Background: an optimization exercise with open tools, aiming at small area. Do not read the settings as production practice. Where RTL was checked, it was by simulation tests only, not by an equivalence proof against the original. No activity file was given, so power comes from the tool's default toggle rates.

==> flow/design.v (excerpt) <==
module datapath (datapath_in, vsel, asel, bsel, loada, loadb, loadc, loads,
                 writenum, write, readnum, clk, ALUop, shift, datapath_out, status);
export LEC_CHECK = 0
export CAP_MARGIN = 0
export CORE_MARGIN = 2
export CORE_UTILIZATION = 60
export CTS_BUF_LIST = sky130_fd_sc_hd__clkbuf_8
export GPL_TIMING_DRIVEN = 0
export PLACE_DENSITY = 0.7
export SLEW_MARGIN = 0
export SYNTH_HIERARCHICAL = 1
export TNS_END_PERCENT = 0
create_clock -name core_clock -period 5.0 [get_ports {clk}]
run.sh (not shown) runs the stock make flow with config.mk's settings and CLKGATE_MAP_FILE= SYNTH_SCRIPT=/design/flow/synth_recipe.tcl, a recipe that flattens the netlist after the stock synthesis.
Edit:
--- a/flow/config.mk
+++ b/flow/config.mk
@@ -10 +10 @@
-export CORE_UTILIZATION = 60
+export CORE_UTILIZATION = 65
@@ -13 +12,0 @@
-export PLACE_DENSITY = 0.7
After rerunning:
- The changed run finished with timing, DRC and antenna clean
- clock-buffer cell count does not change
- utilization increases by 4.7 points
- maximum frequency barely changes
Edit:
--- a/flow/config.mk
+++ b/flow/config.mk
@@ -10 +10 @@
-export CORE_UTILIZATION = 65
+export CORE_UTILIZATION = 60
@@ -12 +12 @@
-export GPL_TIMING_DRIVEN = 0
+export GPL_TIMING_DRIVEN = 1
=>
- worst setup slack gains 0.22 ns
- power drops by 1.5%
- via count is about the same
- area after synthesis stays the same
- global-route usage drops by 1.1 points
Edit:
--- a/flow/config.mk
+++ b/flow/config.mk
@@ -10 +10 @@
-export CORE_UTILIZATION = 60
+export CORE_UTILIZATION = 55
@@ -12 +12 @@
-export GPL_TIMING_DRIVEN = 1
+export GPL_TIMING_DRIVEN = 0
The changed run produced a clean layout; worst hold slack loses 0.0054 ns; clock power rises by about 11%; critical path depth is unchanged; combinational power falls by about 3%; sequential power is about the same; cell count falls by 1.1%; fmax falls by 5.3%; sequential share of layout area rises by 0.24 points; utilization falls by 6.6 points.
Edit:
--- a/flow/config.mk
+++ b/flow/config.mk
@@ -8,0 +9 @@
+export CORE_ASPECT_RATIO = 0.6
@@ -10 +11 @@
-export CORE_UTILIZATION = 55
+export CORE_UTILIZATION = 60
The changed run passed the timing, DRC and antenna checks.
Wire length came out higher by 3.5%.
Cell area came out lower by 0.73%.
Core utilization came out higher by 5.8 points.
Hold slack got worse by 0.0032 ns.
Die area came out lower by 7.9%.
Edit:
--- a/flow/config.mk
+++ b/flow/config.mk
@@ -9 +8,0 @@
-export CORE_ASPECT_RATIO = 0.6
Effect:
- The changed run completed with no timing, DRC or antenna violations
- synthesized cell count does not change
- routed wire length came out lower by 4.9%
- maximum frequency climbs by 3.0%
- power rises by 0.40%
- design area hardly moves
- global-route usage drops by 1.5 points
- die area barely changes
- core utilization rises by 0.18 points
- worst setup slack is better by 0.14 ns
- hold slack is worse by 0.0054 ns
- final cell count is about the same

========
## job 3423
datapath, a different RTL version from the one above (not shown whole).
For scale: about 480 cells after synthesis, about 180 flip-flops, roughly 52 I/O pins, about 0.0074 mm2 of cells after synthesis.
==> flow/config.mk <==
export PLATFORM = sky130hd
export DESIGN_NAME = datapath
export DESIGN_NICKNAME = datapath
export VERILOG_FILES = /design/flow/design.v
export SDC_FILE = /design/flow/constraint.sdc
export NUM_CORES = 4
export LEC_CHECK = 0
export CAP_MARGIN = 0
export CORE_ASPECT_RATIO = 0.8
export CORE_MARGIN = 2
export CORE_UTILIZATION = 60
export CTS_BUF_LIST = sky130_fd_sc_hd__clkbuf_8
export GPL_TIMING_DRIVEN = 0
export SLEW_MARGIN = 0
export SYNTH_HIERARCHICAL = 1
export TNS_END_PERCENT = 0
==> flow/constraint.sdc <==
create_clock -name core_clock -period 5.0 [get_ports {clk}]
set_input_delay 1.0000 -clock core_clock [delete_from_list [all_inputs] [get_ports {clk}]]
set_output_delay 1.0000 -clock core_clock [all_outputs]
set_load 0.01 [all_outputs]
diff inputs: job 3423 => job 408
- clearing CORE_ASPECT_RATIO, which used to be 0.8
- swapping 60 for 62 in CORE_UTILIZATION
Results
From job 3423 to job 408 the numbers moved as follows: total routing usage reported by global routing moved down, number of endpoints with negative hold slack in the final report roughly the same, multi-input combinational area share lower, via count moved down.
Having completed the whole flow, job 408 delivered a layout that passed the timing, DRC and antenna checks.
Here is what was changed in the inputs of job 5328 compared with job 408.
- swapping 62 for 58 in CORE_UTILIZATION
Findings:
Relative to job 408, final routed wirelength across all metal layers has decreased by about 1.4% in job 5328.
[job 5328] number of buffers inserted by post-CTS setup repair rose 1 relative to job 408
Diff job 408 and job 5328: minimum setup slack in the final design higher in job 5328
Job 408 → job 5328: final clock period utilization by the worst path now smaller, final cell count higher.
No run of this note included a check of the RTL's function; only the layout flow was run.

========
## zinc
Starting RTL as in the previous note.
make LEC_CHECK=0 CAP_MARGIN=0 CORE_ASPECT_RATIO=1.2 CORE_MARGIN=2 CORE_UTILIZATION=60 CTS_BUF_LIST=sky130_fd_sc_hd__clkbuf_8 GPL_TIMING_DRIVEN=0 SLEW_MARGIN=0 SYNTH_HIERARCHICAL=1 TNS_END_PERCENT=0 finish   # period 5.0 ns
Edits applied to the flow inputs when going from zinc to quartz:
# zinc
export LEC_CHECK = 0
export CAP_MARGIN = 0
export CORE_ASPECT_RATIO = 1.2
export CORE_MARGIN = 2
export CORE_UTILIZATION = 60
export CTS_BUF_LIST = sky130_fd_sc_hd__clkbuf_8
export GPL_TIMING_DRIVEN = 0
export SLEW_MARGIN = 0
export SYNTH_HIERARCHICAL = 1
export TNS_END_PERCENT = 0
create_clock -name core_clock -period 5.0 [get_ports {clk}]
# quartz
export LEC_CHECK = 0
export CAP_MARGIN = 0
export CORE_MARGIN = 2
export CORE_UTILIZATION = 60
export CTS_BUF_LIST = sky130_fd_sc_hd__clkbuf_8
export GPL_TIMING_DRIVEN = 0
export SLEW_MARGIN = 0
export SYNTH_HIERARCHICAL = 1
export TNS_END_PERCENT = 0
create_clock -name core_clock -period 5.0 [get_ports {clk}]
## What came out
The final layout from quartz, which completed every stage, passed the timing, DRC and antenna checks at the end of the flow. Combinational power delta (quartz -> zinc): insignificant. Min via count of the routed design across zinc and quartz: zinc. Compared with zinc, in quartz cell area flat; power saw a decrease; met1 wire length increased by 6.7% relative to the old numbers; share of the core filled with cells in the final layout held.
Changes in amber relative to quartz:
# quartz
export LEC_CHECK = 0
export CAP_MARGIN = 0
export CORE_MARGIN = 2
export CORE_UTILIZATION = 60
export CTS_BUF_LIST = sky130_fd_sc_hd__clkbuf_8
export GPL_TIMING_DRIVEN = 0
export SLEW_MARGIN = 0
export SYNTH_HIERARCHICAL = 1
export TNS_END_PERCENT = 0
create_clock -name core_clock -period 5.0 [get_ports {clk}]
# amber
export LEC_CHECK = 0
export CAP_MARGIN = 0
export CORE_ASPECT_RATIO = 1.5
export CORE_MARGIN = 2
export CORE_UTILIZATION = 60
export CTS_BUF_LIST = sky130_fd_sc_hd__clkbuf_8
export GPL_TIMING_DRIVEN = 0
export SLEW_MARGIN = 0
export SYNTH_HIERARCHICAL = 1
export TNS_END_PERCENT = 0
create_clock -name core_clock -period 5.0 [get_ports {clk}]
Findings:
amber: full flow OK, the timing, DRC and antenna checks passed. Compared with quartz, amber is the more power-hungry design. met2 wire length in amber is 730 µm above quartz. Taking quartz as the reference, in amber die area essentially unchanged; proportion of power drawn by combinational gates moved down; fraction of area in registers roughly the same. Comparing amber and quartz, the higher worst slack at placement is on quartz. Final routed wirelength across all metal layers delta (amber -> quartz): insignificant.
Changes in maple relative to amber:
# amber
export LEC_CHECK = 0
export CAP_MARGIN = 0
export CORE_ASPECT_RATIO = 1.5
export CORE_MARGIN = 2
export CORE_UTILIZATION = 60
export CTS_BUF_LIST = sky130_fd_sc_hd__clkbuf_8
export GPL_TIMING_DRIVEN = 0
export SLEW_MARGIN = 0
export SYNTH_HIERARCHICAL = 1
export TNS_END_PERCENT = 0
create_clock -name core_clock -period 5.0 [get_ports {clk}]
# maple
export LEC_CHECK = 0
export CAP_MARGIN = 0
export CORE_MARGIN = 2
export CORE_UTILIZATION = 60
export CTS_BUF_LIST = sky130_fd_sc_hd__clkbuf_8
export GPL_TIMING_DRIVEN = 0
export PLACE_DENSITY = 0.65
export SLEW_MARGIN = 0
export SYNTH_HIERARCHICAL = 1
export TNS_END_PERCENT = 0
create_clock -name core_clock -period 5.0 [get_ports {clk}]
==> results.txt <==
- Going from amber to maple, non-clock buffer total of the final layout climbed 4, share of the synthesized area in compound gates (AO/OA/AOI/OAI) ~0 delta, count of placed standard cells in the final layout, fillers left out now sits at about the same level.
- maple vs. amber: global-route usage went up by 0.25 points.
- maple and amber ended up with nearly the same post-layout utilization of the core.
No run of this note included a check of the RTL's function; only the layout flow was run.
